Context: an optimization exercise on an open-source flow, tuned for small area. The choices shown serve that exercise and are no tape-out recipe. Only simulation tests tie the RTL to the original design; equivalence was not proved. The clock input has no modelled driver; a real chip could not lean on it and would need a root buffer or a full tree. Power and IR drop assume default switching activity.

## main
## top
module top (
    input wire clk,
    input wire rst,
    input wire rx,
    input wire btn1,
    input wire btn2,
    output wire tx,
    output wire [5:0] led
);
Size: ~3200 um2 of cells after synthesis.
==> module uart_keypad, before the edit <==
module uart_keypad (input wire clk, input wire rst, output wire tick, output wire armed);
  reg [3:0] hi; reg [6:0] lo;
  reg [10:0] pc;
  assign tick  = &hi;
  assign armed = (pc[10:9]==2'b11) && (pc[7:0]==8'b00001001);   
  wire [7:0] lo45 = {1'b0, lo} + 8'd45;
  always @(posedge clk) begin
    if (rst) begin hi <= 4'd0; lo <= 7'd45; end
    else if (tick) begin hi <= {2'b00, lo45[7], ~lo45[7]}; lo <= lo45[6:0]; end
    else hi <= hi + 4'd1;
  end
  always @(posedge clk) begin
    if (rst) pc <= 11'd0;
    else if (!armed && hi == 4'd14 && lo == 7'd0) pc <= {pc[9:0], ~(pc[10] ^ pc[8])};
  end
endmodule
Settings: LEC_CHECK=0, ABC_AREA=1, CAP_MARGIN=20, CORE_MARGIN=2, CORE_UTILIZATION=60, SLEW_MARGIN=20; clock period 37.0 ns.
standard.sh (not shown) runs the stock make flow with config.mk's settings and CLKGATE_MAP_FILE= SYNTH_SCRIPT=/design/flow/synth_recipe.tcl, a recipe that flattens the netlist after the stock synthesis.
==> flow/flow/run.sh <==
#!/bin/bash
# Standard ORFS layout with three changes:
#  - synthesis maps the logic with an area-oriented ABC script instead of
#    ORFS's abc_area.script: each flow/*.script is tried and the one giving
#    the smallest netlist is used (the registers are the same for all);
#  - a one-level clock tree of four buffers built by flow/cts_hook.tcl
#    instead of TritonCTS;
#  - the smallest buffer on the ports.
set -euo pipefail
W=$(pwd)
best=""
best_area=""
for s in "$W"/flow/*.script; do
  n=$(basename "$s" .script)
  rm -rf "$W/scripts_$n" "$W/trial_$n"
  cp -r "$FLOW_HOME/scripts" "$W/scripts_$n"
  cp "$s" "$W/scripts_$n/abc_area.script"
  if bash standard.sh WORK_HOME="$W/trial_$n" SCRIPTS_DIR="$W/scripts_$n" synth > "$W/trial_$n.log" 2>&1; then
    a=$(awk '/Chip area for module/ {print $NF}' "$W"/trial_$n/reports/*/top/base/synth_stat.txt)
    echo "$n $a" >> "$W/trials.txt"
    if [[ -z "$best_area" ]] || awk -v a="$a" -v b="$best_area" 'BEGIN { exit !(a < b) }'; then
      best=$n
      best_area=$a
    fi
  fi
  rm -rf "$W/trial_$n"
done
echo "using $best $best_area" >> "$W/trials.txt"
bash standard.sh SCRIPTS_DIR="$W/scripts_$best" synth > "$W/synth.log" 2>&1
export PRE_CTS_TCL="$W/flow/cts_hook.tcl"
export CLK_NBUF=4
export CLK_BUFCELL=sky130_fd_sc_hd__clkbuf_8
export CLK_BUFCELL_BIG=sky130_fd_sc_hd__clkbuf_16
export CLK_SLEW_UP=0.122
export BUFFER_PORTS_ARGS="-buffer_cell sky130_fd_sc_hd__buf_1"
bash standard.sh > "$W/layout.log" 2>&1
Other scripts of this flow, unchanged in this note and not shown: flow/flow/amap.script, flow/flow/b2.script, flow/flow/b6.script, flow/flow/c2.script, flow/flow/c4.script, flow/flow/cts_hook.tcl, flow/flow/d5.script, flow/flow/d6.script
main: flow completed, timing, DRC and antenna clean
Modified inputs, the feature branch compared to main
--- a/flow/design.v
+++ b/flow/design.v
@@ -58,5 +58,5 @@
   reg [10:0] pc;
   assign tick  = &hi;
-  assign armed = (pc[10:9]==2'b11) && (pc[7:0]==8'b00001001);   
+  assign armed = (pc[10:9]==2'b11) && (pc[7:0]==8'b00001001);
   wire [7:0] lo45 = {1'b0, lo} + 8'd45;
   always @(posedge clk) begin
## What came out
As far as cell count is concerned, main and the feature branch perform about the same.
Taking main as the reference, in the feature branch multi-input combinational cell count held; register-to-register slack held; global-route usage held; global-route congestion overflow total held.
Maximum single-stage delay on the critical path essentially unchanged between main and the feature branch.
Diff the feature branch..main | maximum frequency | unchanged
In every run of this note, the design's own scripts or RTL, not TritonCTS, make the clock network.

---

PW:
Another version of the RTL of top (not shown whole).
Size: roughly 550 cells after synthesis, ~76 flip-flops.
==> module uart_rx, before the edit <==
module uart_rx (
  input  wire clk,
  input  wire rst,
  input  wire din,
  input  wire tick,
  output wire up,
  output wire down
);
  reg m, s;
  always @(posedge clk) begin
    m <= din;
    s <= m;
  end
  reg [7:0] pos;
  reg ok, b0, we;
  wire idle    = ~|pos[7:3];
  wire lo15    = &pos[3:0];
  wire st_end  = ~|pos[7:4] & (&pos[2:0]);    
  wire sp_end  = pos[7] & pos[4] & lo15;      
  always @(posedge clk) begin
    we <= 1'b0;
    if (rst) pos <= 8'd0;
    else if (tick) begin
      if (idle) begin
        if (~s) pos <= 8'd8;
      end else if (st_end & s) pos <= 8'd0;
      else if (sp_end) begin
        pos <= 8'd0;
        we  <= s & ok;
      end else pos <= pos + 8'd1;
    end
  end
  always @(posedge clk) begin
    if (tick & lo15) begin
      case (pos[7:4])
        4'd1: begin b0 <= s; ok <= 1'b1; end
        4'd2: ok <= ok & ~s;
        4'd3: ok <= ok & s;
        4'd4: ok <= ok & ~s;
        4'd5: ok <= ok & (s == b0);
        4'd7: ok <= ok & s;
        4'd8: ok <= ok & ~s;
        default: ;
      endcase
    end
  end
  assign up   = we & b0;
  assign down = we & ~b0;
endmodule
==> module uart_keypad, before the edit <==
module uart_keypad (
  input  wire clk,
  input  wire rst,
  output wire tick,
  output wire armed
);
  reg [10:0] c;
  reg [10:0] pc;
  assign tick  = &c[10:7];
  assign armed = pc[10] & pc[8] & pc[7] & pc[5];   
  always @(posedge clk) begin
    if (rst) c <= 11'd45;
    else     c <= c + (tick ? 11'd301 : 11'd128);
  end
  always @(posedge clk) begin
    if (rst) pc <= 11'd0;
    else if (!armed && c == 11'd1792) pc <= pc + 11'd1;
  end
endmodule
==> module uart_tx, before the edit <==
module uart_tx (
  input  wire       clk,
  input  wire       rst,
  input  wire       go,      
  input  wire [7:0] chr,     
  output wire       re,
  output wire       rd,
  output wire       dout
);
  reg [3:0] s;
  reg [7:0] baud;
  wire tx_on = ~s[3] | ~s[2] | (s[1] & s[0]);
  wire full  = baud[7] & baud[6] & baud[5] & baud[3] & baud[0];   
  wire w     = s[3] & s[2] & ~s[1] & ~s[0];
  assign re  = s[3] & s[2] & ~s[1] & s[0];
  assign rd  = s[3] & s[2] & s[1] & ~s[0];
  wire stop  = s[3] & ~s[2];
  always @(posedge clk) begin
    if (rst) s <= 4'd12;
    else if (tx_on & full & stop) s <= 4'd12;
    else if ((tx_on & full) | (w & go) | re | rd) s <= s + 4'd1;
  end
  always @(posedge clk) begin
    if (tx_on & ~full) baud <= baud + 8'd1;
    else baud <= 8'd0;
  end
  assign dout = s[3] ? ~(&s) : chr[s[2:0]];
endmodule
==> flow/config.mk <==
export PLATFORM = sky130hd
export DESIGN_NAME = top
export DESIGN_NICKNAME = top
export VERILOG_FILES = /design/flow/design.v
export SDC_FILE = /design/flow/constraint.sdc
export NUM_CORES = 4
export LEC_CHECK = 0
export ABC_AREA = 1
export CAP_MARGIN = 20
export CORE_MARGIN = 2
export CORE_UTILIZATION = 40
export SLEW_MARGIN = 20
==> flow/constraint.sdc <==
create_clock -name core_clock -period 37.0 [get_ports {clk}]
set_input_delay 7.4000 -clock core_clock [delete_from_list [all_inputs] [get_ports {clk}]]
set_output_delay 7.4000 -clock core_clock [all_outputs]
set_load 0.01 [all_outputs]
run.sh (not shown) runs the stock make flow with config.mk's settings and CLKGATE_MAP_FILE= SYNTH_SCRIPT=/design/flow/synth_recipe.tcl, a recipe that flattens the netlist after the stock synthesis.
Stock flow here: none of the scripts above is used.
## Diff of input files: MS against PW
--- a/flow/design.v
+++ b/flow/design.v
@@ -26,30 +26,25 @@
     m <= din;
     s <= m;
   end
   reg [7:0] pos;
   reg ok, b0, we;
-  wire idle    = ~|pos[7:3];
-  wire lo15    = &pos[3:0];
-  wire st_end  = ~|pos[7:4] & (&pos[2:0]);    
-  wire sp_end  = pos[7] & pos[4] & lo15;      
+  wire [3:0] ph = pos[7:4];
+  wire idle = pos[7] & pos[6];
+  wire dec  = tick & ~pos[3] & pos[2] & pos[1] & pos[0];
+  wire ph0  = ~|ph;
+  wire stp  = pos[7] & pos[4];
+  wire leave = dec & ((ph0 & s) | stp);
   always @(posedge clk) begin
     we <= 1'b0;
-    if (rst) pos <= 8'd0;
-    else if (tick) begin
-      if (idle) begin
-        if (~s) pos <= 8'd8;
-      end else if (st_end & s) pos <= 8'd0;
-      else if (sp_end) begin
-        pos <= 8'd0;
-        we  <= s & ok;
-      end else pos <= pos + 8'd1;
-    end
+    if (rst | leave) pos <= 8'hff;
+    else if (tick & (~idle | ~s)) pos <= pos + 8'd1;
+    if (~rst & dec & stp) we <= s & ok;
   end
   always @(posedge clk) begin
-    if (tick & lo15) begin
-      case (pos[7:4])
+    if (dec) begin
+      case (ph)
         4'd1: begin b0 <= s; ok <= 1'b1; end
         4'd2: ok <= ok & ~s;
         4'd3: ok <= ok & s;
         4'd4: ok <= ok & ~s;
         4'd5: ok <= ok & (s == b0);
@@ -60,53 +55,50 @@
     end
   end
   assign up   = we & b0;
   assign down = we & ~b0;
 endmodule
-module uart_keypad (
-  input  wire clk,
-  input  wire rst,
-  output wire tick,
-  output wire armed
-);
-  reg [10:0] c;
+module uart_keypad (input wire clk, input wire rst, output wire tick, output wire armed);
+  reg [3:0] hi; reg [6:0] lo;
   reg [10:0] pc;
-  assign tick  = &c[10:7];
-  assign armed = pc[10] & pc[8] & pc[7] & pc[5];   
+  assign tick  = &hi;
+  assign armed = (pc[10:9]==2'b11) && (pc[7:0]==8'b00001001);
+  wire [7:0] lo45 = {1'b0, lo} + 8'd45;
   always @(posedge clk) begin
-    if (rst) c <= 11'd45;
-    else     c <= c + (tick ? 11'd301 : 11'd128);
+    if (rst) begin hi <= 4'd0; lo <= 7'd45; end
+    else if (tick) begin hi <= {2'b00, lo45[7], ~lo45[7]}; lo <= lo45[6:0]; end
+    else hi <= hi + 4'd1;
   end
   always @(posedge clk) begin
     if (rst) pc <= 11'd0;
-    else if (!armed && c == 11'd1792) pc <= pc + 11'd1;
+    else if (!armed && hi == 4'd14 && lo == 7'd0) pc <= {pc[9:0], ~(pc[10] ^ pc[8])};
   end
 endmodule
 module uart_tx (
   input  wire       clk,
   input  wire       rst,
-  input  wire       go,      
-  input  wire [7:0] chr,     
+  input  wire       go,
+  input  wire [7:0] chr,
   output wire       re,
   output wire       rd,
   output wire       dout
 );
   reg [3:0] s;
-  reg [7:0] baud;
+  reg [7:0] baud;    
   wire tx_on = ~s[3] | ~s[2] | (s[1] & s[0]);
-  wire full  = baud[7] & baud[6] & baud[5] & baud[3] & baud[0];   
+  wire full  = (baud == 8'd168);
   wire w     = s[3] & s[2] & ~s[1] & ~s[0];
   assign re  = s[3] & s[2] & ~s[1] & s[0];
   assign rd  = s[3] & s[2] & s[1] & ~s[0];
   wire stop  = s[3] & ~s[2];
   always @(posedge clk) begin
     if (rst) s <= 4'd12;
     else if (tx_on & full & stop) s <= 4'd12;
     else if ((tx_on & full) | (w & go) | re | rd) s <= s + 4'd1;
   end
   always @(posedge clk) begin
-    if (tx_on & ~full) baud <= baud + 8'd1;
+    if (tx_on & ~full) baud <= {baud[6:0], ~(baud[7] ^ baud[5] ^ baud[4] ^ baud[3])};
     else baud <= 8'd0;
   end
   assign dout = s[3] ? ~(&s) : chr[s[2:0]];
 endmodule
 module top (
==> comparison <==
MS against PW: share of total power in the clock network fell 4.3 points, maximum frequency moved down.
Relative to PW, the post-placement cell area measured on MS has decreased by a few percent.
Changes observed in MS relative to PW: final hold slack did not really move, count of standard-cell rows fell 2.7%, area of the core down 410 um2, count of buffers not belonging to the clock network in the layout saw a decrease, power density relative to cell area barely changed.
Changes observed in MS relative to PW: synthesis-to-finish area growth went down; sequential share of layout area went up; wire length per cell after detailed routing went down.
Switching power total, MS vs PW: up by a few percent

==> port drivers added, routing unchanged <==
Ports are ideal in the flow. The routed layouts listed here were re-timed in OpenROAD. Step 1 sets driving cells, clkbuf_16 on the clock port and buf_2 on the other inputs (assumed; they add their load-dependent delay and slew). Step 2 times the ports against the registers' clock, not the clock port: input delays grow and output delays shrink by t, the midpoint of the rising clock arrivals with the driver on. Three values: ideal ports, drivers, drivers and shift; two values: the first two.
| run | shift t [ns] | slack for setup (ns) | clock arrival spread, ns | worst register clock-pin slew, ns | cell pins on the clock port's net |
|---|---|---|---|---|---|
| main | 0.223 | 26.196 / 26.136 / 26.359 | 0.014 / 0.013 | 0.12 / 0.12 | 4 |
| the feature branch | 0.223 | 26.196 / 26.136 / 26.359 | 0.014 / 0.013 | 0.12 / 0.12 | 4 |
| PW | 0.367 | 26.731 / 26.701 / 27.068 | 0.011 / 0.011 | 0.08 / 0.08 | 1 |
| MS | 0.373 | 26.639 / 26.607 / 26.980 | 0.011 / 0.010 | 0.08 / 0.08 | 1 |
After both steps every run listed still meets setup and hold.
